From an optimization exercise on the open Yosys and OpenROAD flow, aimed at small area; shortcuts taken in it are not production practice. The RTL of this run was laid out without a check of its function. Power and IR drop assume default switching activity.

$ cat design/flow/design.v
module appr_mult_basic_unit (
  input  wire [1:0]  iData1,
  input  wire [1:0]  iData2,
  output wire [2:0]  oResult
);
assign oResult[0] = iData1[0] & iData2[0];
assign oResult[1] = (iData1[1] & iData2[0]) | (iData1[0] & iData2[1]);
assign oResult[2] = iData1[1] & iData2[1];
endmodule
module appr_mult (
  input  wire        iClk,
  input  wire        iRst,
  input  wire [7:0]  iData1,
  input  wire [7:0]  iData2,
  output reg  [19:0] oResult
);
wire [19:0] result;
wire [8:0]  partial_result   [0:3];
wire [2:0]  appr_mult_result [0:15];
always @(posedge iClk) begin
  if (iRst) begin
    oResult <= 'd0;
  end else begin
    oResult <= result;
  end
end
assign result = partial_result[0] + (partial_result[1] << 2) + (partial_result[2] << 4) + (partial_result[3] << 6);
generate
  genvar i, j;
  for (j = 0; j < 4; j = j + 1) begin
    for (i = 0; i < 4; i = i + 1) begin
      appr_mult_basic_unit appr_mult_basic_unit_i (
        .iData1(iData1[2*(i+1)-1:2*i]),
        .iData2(iData2[2*(j+1)-1:2*j]),
        .oResult(appr_mult_result[4*j+i])
      );
    end
  end
  for (i = 0; i < 4; i = i + 1) begin
  	assign partial_result[i] = appr_mult_result[4*i] + (appr_mult_result[4*i+1] << 2) + (appr_mult_result[4*i+2] << 4) + (appr_mult_result[4*i+3] << 6);
  end
endgenerate
endmodule
module pe (
  input  wire        iClk,
  input  wire        iRst,
  input  wire [7:0]  iData,
  input  wire [7:0]  iWeight,
  input  wire        iClearAcc,
  output reg  [7:0]  oWeight,
  output reg  [19:0] oAcc,
  output reg         oClearAcc
);
wire [19:0] result;
always @(posedge iClk) begin
  if (iRst) begin
    oClearAcc <= 'd0;
  end else begin
    oClearAcc <= iClearAcc;
  end
end
always @(posedge iClk) begin
  if (iRst) begin
    oWeight <= 'd0;
  end else begin
    oWeight <= iWeight;
  end
end
always @(posedge iClk) begin
  if (iRst) begin
    oAcc <= 'd0;
  end else if (iClearAcc) begin
    oAcc <= 'd0;
  end else begin
    oAcc <= oAcc + result;
  end
end
appr_mult appr_mult_i(
  .iClk(iClk),
  .iRst(iRst),
  .iData1(iData),
  .iData2(oWeight),
  .oResult(result)
);
endmodule
module pe_array #(
  parameter ARRAY_NUM = 3
)(
  input  wire                    iClk,
  input  wire                    iRst,
  input  wire                    iClearAcc,
  input  wire [ARRAY_NUM-2:0]    iCfsPassDataLeft,
  input  wire [8*ARRAY_NUM-1:0]  iData,
  input  wire [7:0]              iWeight,
  input  wire [4:0]              iCfsOutputLeftShift,
  output wire [7:0]              oWeight,
  output reg  [8*ARRAY_NUM-1:0]  oResult,
  output wire                    oClearAcc,
  output wire [ARRAY_NUM-1:0]    oResultValid
);
reg  [7:0]  data_cache     [0:ARRAY_NUM-1];
reg  [7:0]  data_cache_dly [0:ARRAY_NUM-1];
wire [7:0]  data_to_pe     [0:ARRAY_NUM-1];
wire [7:0]  weight_to_pe   [0:ARRAY_NUM-1];
wire [7:0]  weight_from_pe [0:ARRAY_NUM-1];
wire [19:0] acc            [0:ARRAY_NUM-1];
wire        clear_acc_from_pe [0:ARRAY_NUM-1];
wire        clear_acc_to_pe   [0:ARRAY_NUM-1];
assign weight_to_pe[0] = iWeight;
assign oWeight = weight_from_pe[0];
assign clear_acc_to_pe[0] = iClearAcc;
assign oClearAcc = clear_acc_from_pe[0];
assign oResultValid[0] = clear_acc_from_pe[0];
always @(posedge iClk) begin
  if (iRst) begin
    data_cache[ARRAY_NUM-1] <= 'd0;
  end else begin
    data_cache[ARRAY_NUM-1] <= iData[(ARRAY_NUM)*8-1:(ARRAY_NUM-1)*8];
  end
end
generate
  genvar i;
  for (i = 1; i < ARRAY_NUM; i = i + 1) begin
    assign weight_to_pe[i] = weight_from_pe[i-1];
    assign oResultValid[i] = clear_acc_from_pe[i];
    assign clear_acc_to_pe[i] = clear_acc_from_pe[i-1];
  end
  for (i = 0; i < ARRAY_NUM; i = i + 1) begin : pe
    assign data_to_pe[i] = data_cache[i];
    pe pe_i(
      .iClk(iClk),
      .iRst(iRst),
      .iData(data_to_pe[i]),
      .iWeight(weight_to_pe[i]),
      .iClearAcc(clear_acc_to_pe[i]),
      .oWeight(weight_from_pe[i]),
      .oAcc(acc[i]),
      .oClearAcc(clear_acc_from_pe[i])
    );
  end
  for (i = 0; i < ARRAY_NUM; i = i + 1) begin
    always @(posedge iClk) begin
      if (iRst) begin
        data_cache_dly[i] <= 'd0;
      end else begin
        data_cache_dly[i] <= data_cache[i];
      end
    end
  end
  for (i = 0; i < ARRAY_NUM-1; i = i + 1) begin
    always @(posedge iClk) begin
      if (iRst) begin
        data_cache[i] <= 'd0; 
      end else begin
        if (iCfsPassDataLeft[i]) begin
          data_cache[i] <= data_cache_dly[i+1];
        end else begin
          data_cache[i] <= iData[(i+1)*8-1:i*8];
        end
      end
    end
  end
  for (i = 0; i < ARRAY_NUM; i = i + 1) begin
    always @(posedge iClk) begin
      if (iRst) begin
        oResult[(i+1)*8-1:i*8] <= 'd0;
      end else begin
        oResult[(i+1)*8-1:i*8] <= acc[i] >> iCfsOutputLeftShift;
      end
    end
  end
endgenerate
endmodule
module pe_block #(
  parameter ARRAY_NUM = 3,
  parameter BLOCK_NUM = 3
)(
  input  wire                    iClk,
  input  wire                    iRst,
  input  wire                    iClearAcc,
  input  wire [8*ARRAY_NUM*BLOCK_NUM-1:0] iData,
  input  wire [7:0]              iWeight,
  input  wire [ARRAY_NUM-2:0]    iCfsPassDataLeft,
  input  wire [4:0]              iCfsOutputLeftShift,
  output wire [8*ARRAY_NUM*BLOCK_NUM-1:0] oResult,
  output wire [ARRAY_NUM*BLOCK_NUM-1:0] oResultValid
);
wire [7:0] weight_to_pe_block   [0:BLOCK_NUM-1];
wire [7:0] weight_from_pe_block [0:BLOCK_NUM-1];
reg  [ARRAY_NUM-2:0]   cfs_pass_data_left_dly [0:BLOCK_NUM-2];
wire       clear_acc_to_pe_block   [0:BLOCK_NUM-1];
wire       clear_acc_from_pe_block [0:BLOCK_NUM-1];
assign weight_to_pe_block[0] = iWeight;
assign clear_acc_to_pe_block[0] = iClearAcc;
always @(posedge iClk) begin
  if (iRst) begin
    cfs_pass_data_left_dly[0] <= 'd0;
  end else begin
    cfs_pass_data_left_dly[0] <= iCfsPassDataLeft;
  end
end
pe_array #(
  .ARRAY_NUM(ARRAY_NUM)
) pe_array_first (
  .iClk(iClk),
  .iRst(iRst),
  .iClearAcc(clear_acc_to_pe_block[0]),
  .iCfsPassDataLeft(iCfsPassDataLeft),
  .iData(iData[8*ARRAY_NUM-1:0]),
  .iWeight(weight_to_pe_block[0]),
  .iCfsOutputLeftShift(iCfsOutputLeftShift),
  .oWeight(weight_from_pe_block[0]),
  .oResult(oResult[8*ARRAY_NUM-1:0]),
  .oClearAcc(clear_acc_from_pe_block[0]),
  .oResultValid(oResultValid[ARRAY_NUM-1:0])
);
generate
  genvar i;
  for (i = 1; i < BLOCK_NUM-1; i = i + 1) begin
    always @(posedge iClk) begin
      if (iRst) begin
        cfs_pass_data_left_dly[i] <= 'd0;
      end else begin
        cfs_pass_data_left_dly[i] <= cfs_pass_data_left_dly[i-1];
      end
    end
  end
  for (i = 1; i < BLOCK_NUM; i = i + 1) begin
    assign weight_to_pe_block[i] = weight_from_pe_block[i-1];
    assign clear_acc_to_pe_block[i] = clear_acc_from_pe_block[i-1];
  end
  for (i = 1; i < BLOCK_NUM; i = i + 1) begin
    pe_array #(
      .ARRAY_NUM(ARRAY_NUM)
    ) pe_array_i (
      .iClk(iClk),
      .iRst(iRst),
      .iClearAcc(clear_acc_to_pe_block[i]),
      .iCfsPassDataLeft(cfs_pass_data_left_dly[i-1]),
      .iData(iData[8*ARRAY_NUM*(i+1)-1:8*ARRAY_NUM*i]),
      .iWeight(weight_to_pe_block[i]),
      .iCfsOutputLeftShift(iCfsOutputLeftShift),
      .oWeight(weight_from_pe_block[i]),
      .oResult(oResult[8*ARRAY_NUM*(i+1)-1:8*ARRAY_NUM*i]),
      .oClearAcc(clear_acc_from_pe_block[i]),
      .oResultValid(oResultValid[ARRAY_NUM*(i+1)-1:ARRAY_NUM*i])
    );
  end
endgenerate
endmodule
module pe_cube #(
  parameter CUBE_NUM  = 3,
  parameter BLOCK_NUM = 3,
  parameter ARRAY_NUM = 3
)(
  input  wire                    iClk,
  input  wire                    iRst,
  input  wire                    iClearAcc,
  input  wire [8*CUBE_NUM-1:0]   iWeight,
  input  wire [8*ARRAY_NUM-1:0]  iData1,
  input  wire [7:0]              iData2,
  input  wire [3*ARRAY_NUM-1:0]  iCfsInputPattern,  
  input  wire [ARRAY_NUM-2:0]    iCfsPassDataLeft,
  input  wire [4:0]              iCfsOutputLeftShift,
  output wire [8*ARRAY_NUM*BLOCK_NUM*CUBE_NUM-1:0] oResult,
  output wire [ARRAY_NUM*BLOCK_NUM*CUBE_NUM-1:0] oResultValid
);
localparam PATTERN_1 = 3'd0,
           PATTERN_2 = 3'd1,
           PATTERN_3 = 3'd2,
           PATTERN_4 = 3'd3,
           PATTERN_5 = 3'd4;
wire [8*BLOCK_NUM-1:0]           data_after_mux [0:ARRAY_NUM-1];
wire [8*ARRAY_NUM*BLOCK_NUM-1:0] data_to_pe_block;
wire clear_acc_to_pe_block;
reg clear_acc_dly, clear_acc_dly2;
assign clear_acc_to_pe_block = clear_acc_dly2;
always @(posedge iClk) begin
  if (iRst) begin
    clear_acc_dly  <= 'd0;
    clear_acc_dly2 <= 'd0;
  end else begin
    clear_acc_dly  <= iClearAcc;
    clear_acc_dly2 <= clear_acc_dly;
  end
end
generate
  genvar i, j;
  for (i = 0; i < ARRAY_NUM; i = i + 1) begin
    for (j = 0; j < BLOCK_NUM; j = j + 1) begin
      assign data_to_pe_block[8*ARRAY_NUM*j+8*(i+1)-1:8*ARRAY_NUM*j+8*i] = data_after_mux[i][8*(j+1)-1:8*j];
    end
  end
  for (i = 0; i < ARRAY_NUM; i = i + 1) begin
    assign data_after_mux[i] = iCfsInputPattern[3*(i+1)-1:3*i] == PATTERN_1 ? {iData2, iData2, iData1[8*(i+1)-1:8*i]} : 
                               iCfsInputPattern[3*(i+1)-1:3*i] == PATTERN_2 ? {iData2, iData1[8*(i+1)-1:8*i], iData1[8*(i+1)-1:8*i]} : 
                               iCfsInputPattern[3*(i+1)-1:3*i] == PATTERN_3 ? {iData1[8*(i+1)-1:8*i], iData1[8*(i+1)-1:8*i], iData1[8*(i+1)-1:8*i]} : 
                               iCfsInputPattern[3*(i+1)-1:3*i] == PATTERN_4 ? {iData1[8*(i+1)-1:8*i], iData1[8*(i+1)-1:8*i], iData2} : 
                               iCfsInputPattern[3*(i+1)-1:3*i] == PATTERN_5 ? {iData1[8*(i+1)-1:8*i], iData2, iData2} : 'd0;
  end
  for (i = 0; i < CUBE_NUM; i = i + 1) begin
    pe_block #(
      .ARRAY_NUM(ARRAY_NUM),
      .BLOCK_NUM(BLOCK_NUM)
    ) pe_block_i (
      .iClk(iClk),
      .iRst(iRst),
      .iClearAcc(clear_acc_to_pe_block),
      .iData(data_to_pe_block),
      .iWeight(iWeight[8*(i+1)-1:8*i]),
      .iCfsPassDataLeft(iCfsPassDataLeft),
      .iCfsOutputLeftShift(iCfsOutputLeftShift),
      .oResult(oResult[8*ARRAY_NUM*BLOCK_NUM*(i+1)-1:8*ARRAY_NUM*BLOCK_NUM*i]),
      .oResultValid(oResultValid[ARRAY_NUM*BLOCK_NUM*(i+1)-1:ARRAY_NUM*BLOCK_NUM*i])
    );
  end
endgenerate
endmodule
module result_fifo (
  input  wire       clk,
  input  wire       srst,
  input  wire [7:0] din,
  input  wire       wr_en,
  input  wire       rd_en,
  output reg  [7:0] dout,
  output wire       full,
  output wire       empty,
  output wire       wr_rst_busy,
  output wire       rd_rst_busy
);
reg [7:0] mem [0:15];
reg [3:0] wr_ptr;
reg [3:0] rd_ptr;
reg [4:0] count;
wire do_wr = wr_en & ~full;
wire do_rd = rd_en & ~empty;
assign full        = (count == 5'd16);
assign empty       = (count == 5'd0);
assign wr_rst_busy = 1'b0;
assign rd_rst_busy = 1'b0;
always @(posedge clk) begin
  if (do_wr) begin
    mem[wr_ptr] <= din;
  end
end
always @(posedge clk) begin
  if (srst) begin
    wr_ptr <= 'd0;
    rd_ptr <= 'd0;
    count  <= 'd0;
    dout   <= 'd0;
  end else begin
    if (do_wr) begin
      wr_ptr <= wr_ptr + 4'd1;
    end
    if (do_rd) begin
      rd_ptr <= rd_ptr + 4'd1;
      dout   <= mem[rd_ptr];
    end
    count <= count + {4'd0, do_wr} - {4'd0, do_rd};
  end
end
endmodule
module micro_controller #(
    parameter ARRAY_NUM     = 3,
    parameter BLOCK_NUM     = 3,
    parameter CUBE_NUM      = 3,
    parameter RAM_DEPTH     = 2048
) (
    input  wire                     iClk,
    input  wire                     iRst,
    input  wire                     iStart,
    output wire                     oReady,
    output reg                      oClearAcc,
    output reg  [3*ARRAY_NUM-1:0]   oInputPattern,
    output reg  [ARRAY_NUM-2:0]     oPassDataLeft,
    output reg                      oDataRdValid,
    output wire [$clog2(RAM_DEPTH)-1:0] oAddrRd,
    input  wire                     iAllResultFifoHasData,
    output reg  [ARRAY_NUM*BLOCK_NUM*CUBE_NUM-1:0] oResultRdEn,
    output wire                     oWriteEn,
    output reg  [$clog2(RAM_DEPTH)-1:0] oAddrWr,
    output wire [2:0]               oResultFifoSel  
);
localparam IDLE   = 'd0,
           CONFIG = 'd1;
localparam PATTERN_1 = 3'd0,
           PATTERN_2 = 3'd1,
           PATTERN_3 = 3'd2,
           PATTERN_4 = 3'd3,
           PATTERN_5 = 3'd4,
           NOT_CARE  = 3'd5;
localparam CLEAR_ACC_LATENCY = 27,
           CLEAR_CNT_LATENCY = 30;
reg       state;
reg       nxt_state;
reg [4:0] counter;
wire      one_block_finish;
wire      addr_valid;
assign one_block_finish = (counter == CLEAR_CNT_LATENCY);
assign oAddrRd = counter * 4;
assign oReady = (state == IDLE);
assign addr_valid = (state == CONFIG);
always @(posedge iClk) begin
    if (iRst) begin
        oDataRdValid <= 'd0;
    end else begin
        oDataRdValid <= addr_valid;
    end
end
always @(*) begin
    case (state)
        IDLE :
            nxt_state = iStart;
        CONFIG :
            nxt_state = ~one_block_finish;
    endcase
end
always @(posedge iClk) begin
    if (iRst) begin
        state <= IDLE;
    end else begin
        state <= nxt_state;
    end
end
always @(posedge iClk) begin
    if (iRst) begin
        counter <= 'd0;
    end else begin
        if (state == CONFIG) begin
            if (one_block_finish) begin
                counter <= 'd0;
            end else begin
                counter <= counter + 'd1;
            end
        end
    end
end
always @(posedge iClk) begin
    if (iRst) begin
        oClearAcc <= 'd0;
    end else begin
        oClearAcc <= (counter == CLEAR_ACC_LATENCY);
    end
end
always @(posedge iClk) begin 
    if (iRst) begin
        oInputPattern <= 'd0;
    end else begin
        case (counter)
            'd0 : oInputPattern <= {NOT_CARE, NOT_CARE, PATTERN_1};
            'd1 : oInputPattern <= {NOT_CARE, PATTERN_1, PATTERN_2};
            'd2 : oInputPattern <= {PATTERN_1, PATTERN_2, PATTERN_3};
            'd3 : oInputPattern <= {PATTERN_2, PATTERN_3, PATTERN_4};
            'd4 : oInputPattern <= {PATTERN_3, PATTERN_4, PATTERN_5};
            'd5 : oInputPattern <= {PATTERN_4, PATTERN_5, NOT_CARE};
            'd6 : oInputPattern <= {PATTERN_5, NOT_CARE, NOT_CARE};
            'd7 : oInputPattern <= {PATTERN_3, NOT_CARE, NOT_CARE};
            'd8 : oInputPattern <= {PATTERN_4, NOT_CARE, NOT_CARE};
            'd9 : oInputPattern <= {PATTERN_5, NOT_CARE, PATTERN_1};
            'd10 : oInputPattern <= {PATTERN_3, PATTERN_1, PATTERN_2};
            'd11 : oInputPattern <= {PATTERN_4, PATTERN_2, PATTERN_3};
            'd12 : oInputPattern <= {PATTERN_5, PATTERN_3, PATTERN_4};
            'd13 : oInputPattern <= {PATTERN_3, PATTERN_4, PATTERN_5};
            'd14 : oInputPattern <= {PATTERN_4, PATTERN_5, NOT_CARE};
            'd15 : oInputPattern <= {PATTERN_5, NOT_CARE, NOT_CARE};
            'd16 : oInputPattern <= {PATTERN_3, NOT_CARE, NOT_CARE};
            'd17 : oInputPattern <= {PATTERN_4, NOT_CARE, NOT_CARE};
            'd18 : oInputPattern <= {PATTERN_5, NOT_CARE, PATTERN_1};
            'd19 : oInputPattern <= {PATTERN_3, PATTERN_1, PATTERN_2};
            'd20 : oInputPattern <= {PATTERN_4, PATTERN_2, PATTERN_3};
            'd21 : oInputPattern <= {PATTERN_5, PATTERN_3, PATTERN_4};
            'd22 : oInputPattern <= {PATTERN_3, PATTERN_4, PATTERN_5};
            'd23 : oInputPattern <= {PATTERN_4, PATTERN_5, NOT_CARE};
            'd24 : oInputPattern <= {PATTERN_5, NOT_CARE, NOT_CARE};
            'd25 : oInputPattern <= {PATTERN_3, NOT_CARE, NOT_CARE};
            'd26 : oInputPattern <= {PATTERN_4, NOT_CARE, NOT_CARE};
            'd27 : oInputPattern <= {PATTERN_5, NOT_CARE, PATTERN_1};
            'd28 : oInputPattern <= {PATTERN_3, PATTERN_1, PATTERN_2};
            'd29 : oInputPattern <= {PATTERN_4, PATTERN_2, PATTERN_3};
            'd30 : oInputPattern <= {PATTERN_5, PATTERN_3, PATTERN_4};
            default : oInputPattern <= {NOT_CARE, NOT_CARE, NOT_CARE};
        endcase
    end
end
always @(posedge iClk) begin 
    if (iRst) begin
        oPassDataLeft <= 'd0;
    end else begin
        case (counter)
            'd0 : oPassDataLeft <= 2'd0;
            'd1 : oPassDataLeft <= 2'd0;
            'd2 : oPassDataLeft <= 2'd0;
            'd3 : oPassDataLeft <= 2'd1;
            'd4 : oPassDataLeft <= 2'd3;
            'd5 : oPassDataLeft <= 2'd3;
            'd6 : oPassDataLeft <= 2'd3;
            'd7 : oPassDataLeft <= 2'd3;
            'd8 : oPassDataLeft <= 2'd3;
            'd9 : oPassDataLeft <= 2'd2;
            'd10 : oPassDataLeft <= 2'd0;
            'd11 : oPassDataLeft <= 2'd0;
            'd12 : oPassDataLeft <= 2'd1;
            'd13 : oPassDataLeft <= 2'd3;
            'd14 : oPassDataLeft <= 2'd3;
            'd15 : oPassDataLeft <= 2'd3;
            'd16 : oPassDataLeft <= 2'd3;
            'd17 : oPassDataLeft <= 2'd3;
            'd18 : oPassDataLeft <= 2'd2;
            'd19 : oPassDataLeft <= 2'd0;
            'd20 : oPassDataLeft <= 2'd0;
            'd21 : oPassDataLeft <= 2'd1;
            'd22 : oPassDataLeft <= 2'd3;
            'd23 : oPassDataLeft <= 2'd3;
            'd24 : oPassDataLeft <= 2'd3;
            'd25 : oPassDataLeft <= 2'd3;
            'd26 : oPassDataLeft <= 2'd3;
            'd27 : oPassDataLeft <= 2'd2;
            'd28 : oPassDataLeft <= 2'd0;
            'd29 : oPassDataLeft <= 2'd0;
            'd30 : oPassDataLeft <= 2'd1;
            default : oPassDataLeft <= 2'd0;
        endcase
    end
end
reg        state_wr;
reg        nxt_state_wr;
wire       one_block_finish_wr;
reg  [3:0] counter_wr;
reg        write_en_dly, write_en_dly2;
reg  [2:0] result_fifo_dly, result_fifo_dly2;
localparam CLEAR_CNT_LATENCY_WR = 6;
assign oResultFifoSel = result_fifo_dly2;
assign oWriteEn = write_en_dly2;
assign one_block_finish_wr = (counter_wr == CLEAR_CNT_LATENCY_WR);
always @(*) begin
    case (state_wr)
        IDLE : nxt_state_wr = iAllResultFifoHasData;
        CONFIG : nxt_state_wr = ~one_block_finish_wr;
    endcase
end
always @(posedge iClk) begin
    if (iRst) begin
        state_wr <= 'd0;
    end else begin
        state_wr <= nxt_state_wr;
    end
end
always @(posedge iClk) begin
    if (iRst) begin
        counter_wr <= 'd0;
    end else begin
        if (state_wr == CONFIG) begin
            if (one_block_finish_wr) begin
                counter_wr <= 'd0;
            end else begin
                counter_wr <= counter_wr + 'd1;
            end
        end
    end
end
always @(posedge iClk) begin
    if (iRst) begin
        oResultRdEn <= 'd0;
    end else if (state_wr == CONFIG) begin
        case (counter_wr)
            'd0 : oResultRdEn <= 27'h000_000f;
            'd1 : oResultRdEn <= 27'h000_00f0;
            'd2 : oResultRdEn <= 27'h000_0f00;
            'd3 : oResultRdEn <= 27'h000_f000;
            'd4 : oResultRdEn <= 27'h00f_0000;
            'd5 : oResultRdEn <= 27'h0f0_0000;
            'd6 : oResultRdEn <= 27'h700_0000;
            default : oResultRdEn <= 27'd0;
        endcase
    end else begin
        oResultRdEn <= 27'd0;
    end
end
always @(posedge iClk) begin
    if (iRst) begin
        result_fifo_dly <= 'd0;
    end else if (state_wr == CONFIG) begin
        result_fifo_dly <= counter_wr;
    end else begin
        result_fifo_dly <= 3'd0;
    end
end
always @(posedge iClk) begin
    if (iRst) begin
        result_fifo_dly2 <= 'd0;
    end else begin
        result_fifo_dly2 <= result_fifo_dly;
    end
end
always @(posedge iClk) begin
    if (iRst) begin
        write_en_dly <= 'd0;
        write_en_dly2 <= 'd0;
    end else begin
        write_en_dly <= (state_wr == CONFIG);
        write_en_dly2 <= write_en_dly;
    end
end
always @(posedge iClk) begin
    if (iRst) begin
        oAddrWr <= 'd0;
    end else begin
        if (write_en_dly2) begin
            oAddrWr <= oAddrWr + 'd4;
        end
    end
end
endmodule
module systolic_cube_with_mc #(
    parameter ARRAY_NUM = 3,
    parameter BLOCK_NUM = 3,
    parameter CUBE_NUM  = 3,  
    parameter RAM_DEPTH = 2048
) (
    input  wire                         iClk,
    input  wire                         iRst,
    input  wire                         iStart,
    output wire                         oReady,
    output wire [$clog2(RAM_DEPTH)-1:0] oAddrForDataWeightRam,
    input  wire [31:0]                  iDataFromDataRam,
    input  wire [31:0]                  iWeightFromWeightRam,
    output wire                         oWrEnForResultRam,
    output wire [$clog2(RAM_DEPTH)-1:0] oAddrForResultRam,
    output wire [31:0]                  oDataToResultRam
);
wire                                      clear_acc;
wire [ARRAY_NUM-2:0]                      pass_data_left;
wire [3*ARRAY_NUM-1:0]                    input_pattern;
wire [8*ARRAY_NUM*BLOCK_NUM*CUBE_NUM-1:0] result;
wire [ARRAY_NUM*BLOCK_NUM*CUBE_NUM-1:0]   result_valid;
wire                                    data_from_ram_valid;
wire [ARRAY_NUM*BLOCK_NUM*CUBE_NUM-1:0] result_fifo_empty;
wire [ARRAY_NUM*BLOCK_NUM*CUBE_NUM-1:0] result_fifo_rd_en;
wire [7:0] result_from_fifo [0:ARRAY_NUM*BLOCK_NUM*CUBE_NUM-1];
wire [2:0] result_fifo_sel;
assign oDataToResultRam = (result_fifo_sel == 'd0) ? {result_from_fifo[3], result_from_fifo[2], result_from_fifo[1], result_from_fifo[0]} :
                          (result_fifo_sel == 'd1) ? {result_from_fifo[7], result_from_fifo[6], result_from_fifo[5], result_from_fifo[4]} :
                          (result_fifo_sel == 'd2) ? {result_from_fifo[11], result_from_fifo[10], result_from_fifo[9], result_from_fifo[8]} :
                          (result_fifo_sel == 'd3) ? {result_from_fifo[15], result_from_fifo[14], result_from_fifo[13], result_from_fifo[12]} :
                          (result_fifo_sel == 'd4) ? {result_from_fifo[19], result_from_fifo[18], result_from_fifo[17], result_from_fifo[16]} :
                          (result_fifo_sel == 'd5) ? {result_from_fifo[23], result_from_fifo[22], result_from_fifo[21], result_from_fifo[20]} :
                          (result_fifo_sel == 'd6) ? {7'd0, result_from_fifo[26], result_from_fifo[25], result_from_fifo[24]} : 'd0;
generate
    genvar i;
    for (i = 0; i < ARRAY_NUM*BLOCK_NUM*CUBE_NUM; i = i + 1) begin
        result_fifo result_fifo_i (
            .clk(iClk),
            .srst(iRst),
            .din(result[8*(i+1)-1:8*i]),
            .wr_en(result_valid[i]),
            .rd_en(result_fifo_rd_en[i]),
            .dout(result_from_fifo[i]),
            .full(),
            .empty(result_fifo_empty[i]),
            .wr_rst_busy(),
            .rd_rst_busy()
        );
    end
endgenerate
micro_controller #(
    .ARRAY_NUM(ARRAY_NUM),
    .BLOCK_NUM(BLOCK_NUM),
    .CUBE_NUM(CUBE_NUM),
    .RAM_DEPTH(RAM_DEPTH)
) micro_controller_i (
    .iClk(iClk),
    .iRst(iRst),
    .iStart(iStart),
    .oReady(oReady),
    .oClearAcc(clear_acc),
    .oInputPattern(input_pattern),
    .oPassDataLeft(pass_data_left),
    .oDataRdValid(data_from_ram_valid),
    .oAddrRd(oAddrForDataWeightRam),
    .iAllResultFifoHasData(~(|result_fifo_empty)),
    .oResultRdEn(result_fifo_rd_en),
    .oWriteEn(oWrEnForResultRam),
    .oAddrWr(oAddrForResultRam),
    .oResultFifoSel(result_fifo_sel)
);
pe_cube #(
    .ARRAY_NUM(ARRAY_NUM),
    .BLOCK_NUM(BLOCK_NUM),
    .CUBE_NUM(CUBE_NUM)
) pe_cube_i (
    .iClk(iClk),
    .iRst(iRst),
    .iClearAcc(clear_acc),
    .iWeight(data_from_ram_valid ? iWeightFromWeightRam[23:0] : 24'd0),
    .iData1(data_from_ram_valid ? iDataFromDataRam[23:0] : 24'd0),
    .iData2(data_from_ram_valid ? iDataFromDataRam[31:24] : 8'd0),
    .iCfsInputPattern(input_pattern),
    .iCfsPassDataLeft(pass_data_left),
    .iCfsOutputLeftShift(data_from_ram_valid ? iWeightFromWeightRam[28:24] : 5'd0),
    .oResult(result),
    .oResultValid(result_valid)
);
endmodule
$ cat design/flow/constraint.sdc
create_clock -name core_clock -period 10.0 [get_ports {iClk}]
set_input_delay 2.0000 -clock core_clock [delete_from_list [all_inputs] [get_ports {iClk}]]
set_output_delay 2.0000 -clock core_clock [all_outputs]
set_load 0.01 [all_outputs]
$ cat design/flow/config.mk
export PLATFORM = sky130hd
export DESIGN_NAME = systolic_cube_with_mc
export DESIGN_NICKNAME = systolic_cube_with_mc
export VERILOG_FILES = /design/flow/design.v
export SDC_FILE = /design/flow/constraint.sdc
export NUM_CORES = 4
export LEC_CHECK = 0
export CAP_MARGIN = 20
export CORE_MARGIN = 2
export CORE_UTILIZATION = 45
export SLEW_MARGIN = 20
$ cat design/flow/run.sh
#!/bin/bash
# synth_recipe.tcl (not shown) runs the flow's synth.tcl, then flattens the netlist and writes it again
# the make line also repeats each setting of config.mk as NAME=value (left out here)
make -C /OpenROAD-flow-scripts/flow DESIGN_CONFIG=/design/flow/config.mk WORK_HOME=/design/flow/orfs CLKGATE_MAP_FILE= SYNTH_SCRIPT=/design/flow/synth_recipe.tcl finish
==> results by group <==
Run status
  • Outcome: no timing/DRC/antenna violations

Critical path
  • Crit. path cell count: 6
  • CP Data Required Time: about 8.0 ns
  • CP top delay family: compound AO/OA/AOI/OAI gates
  • Reg2reg path depth: 23
  • CP dominant cell by count: o21ai_0
  • Bufs and invs on worst path: 2
  • CP arrival: roughly 4.8 ns
  • Startpoint Class: register
  • R2R setup slack: 4.09 ns
  • CP Max Fanout: 33
  • Crit end category: primary output
  • Slowest cell delay on critical path: 0.78 ns
  • Crit-path cells: buf_4 > mux2i_1 > o21ai_0 > a21oi_1 > o21ai_0 > clkdlybuf4s50_1
  • CP max stage cell: o21ai_0
  • Crit Path Class: reg2out

Synthesis
  • Top cells by count, synth: edfxtp_1, nor2_1, dfxtp_1
  • Ys async rst share: 0
  • Synthesis Warnings: 14
  • Count of unique library cells instantiated by Yosys: around 100
  • Synth Flop Type: edfxtp_1
  • Synth Area in Adders: 0.104
  • Largest family of logic cells by synthesized area: multiplexers
  • Synth Area in XOR/XNOR: 0.0434
  • Post-synthesis compound-gate area fraction: 0.0877
  • Syn Inst Count: 23300
  • Most common cell in the synthesized netlist: edfxtp_1
  • Post-synth design cell area: 0.284 mm^2
  • Mux cell area share after synthesis: 0.122
  • Post-synthesis simple-gate area fraction: 0.0981
  • Post-synth EDFFs: ~3500
  • Seq cells post-synth: between 5000 and 6000
  • Synth area leaders: edfxtp_1, dfxtp_1, mux4_2
  • Synth top area share: 0.366
  • Seq/Total Area, Yosys: 0.511
  • Syn avg cell area: between 10 and 15 um^2
  • Leading area contributor after synthesis: edfxtp_1

Clock network
  • Clock latency (worst-skew pair): about 1.1 ns
  • H-tree Lvls: 6
  • Clock root buffer: clkbuf_16
  • CTS tree: built
  • Maximum clock path buffer count: 4
  • Clock Sinks: 5510
  • Resize count post-CTS: 0
  • Clk slew on worst S/H paths: 0.06 ns
  • Setup repair bufs after CTS: 0
  • # hold bufs at CTS: 0
  • Inserted Clock Buffers: slightly below 600

Routing
  • Post-Route WL: 757 mm
  • DR DRC count: 0
  • Wire per inst: 23.7 um
  • Pre-antenna DRT Iters: 9
  • Vias: 181000
  • First DRT Iteration DRCs: around 16000
  • DR vias/cell: 5.66
  • Routed Antenna Nets: 0

STA
  • F_max: 0.148 GHz
  • Tcrit/Tclk final: 0.678
  • Setup TNS: 0 ns
  • Unrepaired setup endpoints after global routing: no
  • Actual slew at the worst max-slew pin: 1.30 ns
  • Max Slew Vio Count: 0
  • Slew headroom: 0.127
  • # setup viols final: 0
  • Clock skew: just over 0.07 ns
  • Final Hold Vio Count: 0
  • Tmin final: just under 7 ns

Worst hold path
  • Hold crit path type: reg2reg
  • WHS Endpoint: micro_controller_i.result_fifo_dly2[1]$_SDFF_PP0_
  • Hold path cells: 1
  • HP Start: micro_controller_i.result_fifo_dly[1]$_SDFF_PP0_

Finish
  • Fin area: 0.313 mm^2
  • Final nets: approximately 25000
  • Synth-to-Final Area Change: 10.4%
  • Util after Layout: 0.498
  • Share of layout cells above drive strength 1: 0.116
  • Non-filler cells, final: between 30000 and 40000

Pwr
  • Total power: between 40 and 50 mW
  • Worst vdd ir: 0.190 mV
  • Power density over the cells: approximately 150 mW/mm^2
  • Pleak: ~120 nW

Placement
  • Post-DP Area: 0.293 mm^2
  • GP Congestion: 0.869
  • HPWL Detailed: 536 mm
  • Port Buf Inserts: 111
  • DP Cell Count: between 30000 and 40000

GRT
  • Largest net degree at the start of global routing: 176
  • First-pass GRT wire length: between 1000 and 1500 mm
  • Initial antenna violation count: 74
  • Vias in the first global route: 177000
  • GRT overflow: 0
  • Global Route Usage Sum: 0.232

Die
  • Initial core utilization: 0.452
  • I/O pin cnt: 123
  • Die area: roughly 0.64 mm^2
  • Die H: 798 um
  • FP Rows: 291
  • Area of the core: 0.628 mm^2
  • Die width: 798 um

Run
  • Maxcap violations: 0
==> worst max-delay path by stage <==
stage                                                            startpoint             endpoint
after floorplan                                                    register             register
after global placement                             iWeightFromWeightRam[24]             register
after detailed placement                           iWeightFromWeightRam[24]             register
final                     micro_controller_i.result_fifo_dly2[0]$_SDFF_PP0_  oDataToResultRam[2]
after global routing      micro_controller_i.result_fifo_dly2[0]$_SDFF_PP0_  oDataToResultRam[2]
after CTS                 micro_controller_i.result_fifo_dly2[0]$_SDFF_PP0_  oDataToResultRam[2]
==> placed cells by master (no fill, tap or decap), types with 592 or more instances in the layout <==
| master | instances |
|---|---|
| xor2_1 | 637 |
| mux4_2 | 1205 |
| inv_1 | 1198 |
| dfxtp_1 | 2008 |
| ha_1 | 1742 |
| edfxtp_1 | 3456 |
| mux2i_1 | 632 |
| nand2_1 | 1572 |
| xnor2_1 | 767 |
| a21oi_1 | 1253 |
| nor2_1 | 2072 |
| and2_1 | 714 |
| clkbuf_16 | 592 |
==> final cells by class <==
cell class | count | area [um^2]
fillers | 54400 | 315000
flip-flops and latches | 5510 | 145000
multi-input cells | 15200 | 129000
clock buffers | 801 | 16300
well taps | 8350 | 10400
inverters | 1202 | 4510
repair buffers | 513 | 4300
clock inverters | 282 | 3230
diodes | 70 | 175
==> through the flow <==
| step | hold slack [ns] | setup WS, ns |
|---|---|---|
| after floorplan | 0.414 | 4.76 |
| after global placement | 0.417 | 3.48 |
| after detailed placement | 0.434 | 3.53 |
| after CTS | 0.443 | 3.10 |
| after global routing | 0.454 | 3.14 |
| final | 0.442 | 3.22 |
==> logic make-up after synthesis <==
family / Yosys count
AOI/OAI and AO/OA: 3809
xor gates and xnor gates: 1404
adders and majority gates: 2120
buffers and inverters: 2545
DFF: 5510
muxes: 1926
other: 1
and+or+nand+nor: 5976
==> worst reg2reg max path: stages, from the launching register on <==
cell     delay, ns
dfxtp_1       1.01
and2_1        0.26
ha_1          0.17
ha_1          0.17
xnor2_1       0.13
ha_1          0.20
inv_1         0.06
fa_1          0.48
inv_1         0.04
ha_1          0.31
inv_1         0.07
o21ai_0       0.13
a21o_1        0.21
a21o_1        0.20
xnor2_1       0.15
fa_1          0.55
inv_1         0.04
ha_1          0.31
nor2b_1       0.16
o21a_1        0.19
o41ai_1       0.51
o21ai_0       0.21
xor2_1        0.16
nor2_1        0.05
==> per-layer routing <==
| metal | wire [um] | track usage | vias to the layer above |
|---|---|---|---|
| met5 | 172 | 0 | - |
| met4 | 26700 | 0.0761 | 26 |
| met3 | 52700 | 0.0388 | 1091 |
| met2 | 339000 | 0.364 | 5253 |
| met1 | 339000 | 0.331 | 90200 |
| li1 | - | - | 84400 |
==> report_power, final <==
part / internal, mW / switching, mW / leakage, nW
sequential: 24.0 / 0.105 / 48.7
combinational: 0.224 / 0.600 / 59.8
clock: 12.5 / 9.35 / 9.47

static timing again, ports no longer ideal:
Ports are ideal in the flow. The routed layout listed here was re-timed in OpenROAD. Step 1 assumes that a clkbuf_16 drives the clock port and a buf_2 every other input. Step 2 also shifts input and output timing later by t, the mid clock arrival at the registers, as if the neighbouring blocks saw the same clock. a / b / c = ideal / step 1 / step 2; a / b = the first two.
shift t [ns]: 1.224
slack for setup (ns): 3.223 / 3.094 / 3.355
clock arrival spread, ns: 0.082 / 0.083
slew at the worst register clock pin (ns): 0.07 / 0.07
worst slew at a driven data input, ns: 0.21
After both steps this run still meets setup and hold. The setup slack of this run moves by -0.129 ns with the drivers and by +0.132 ns with both steps.
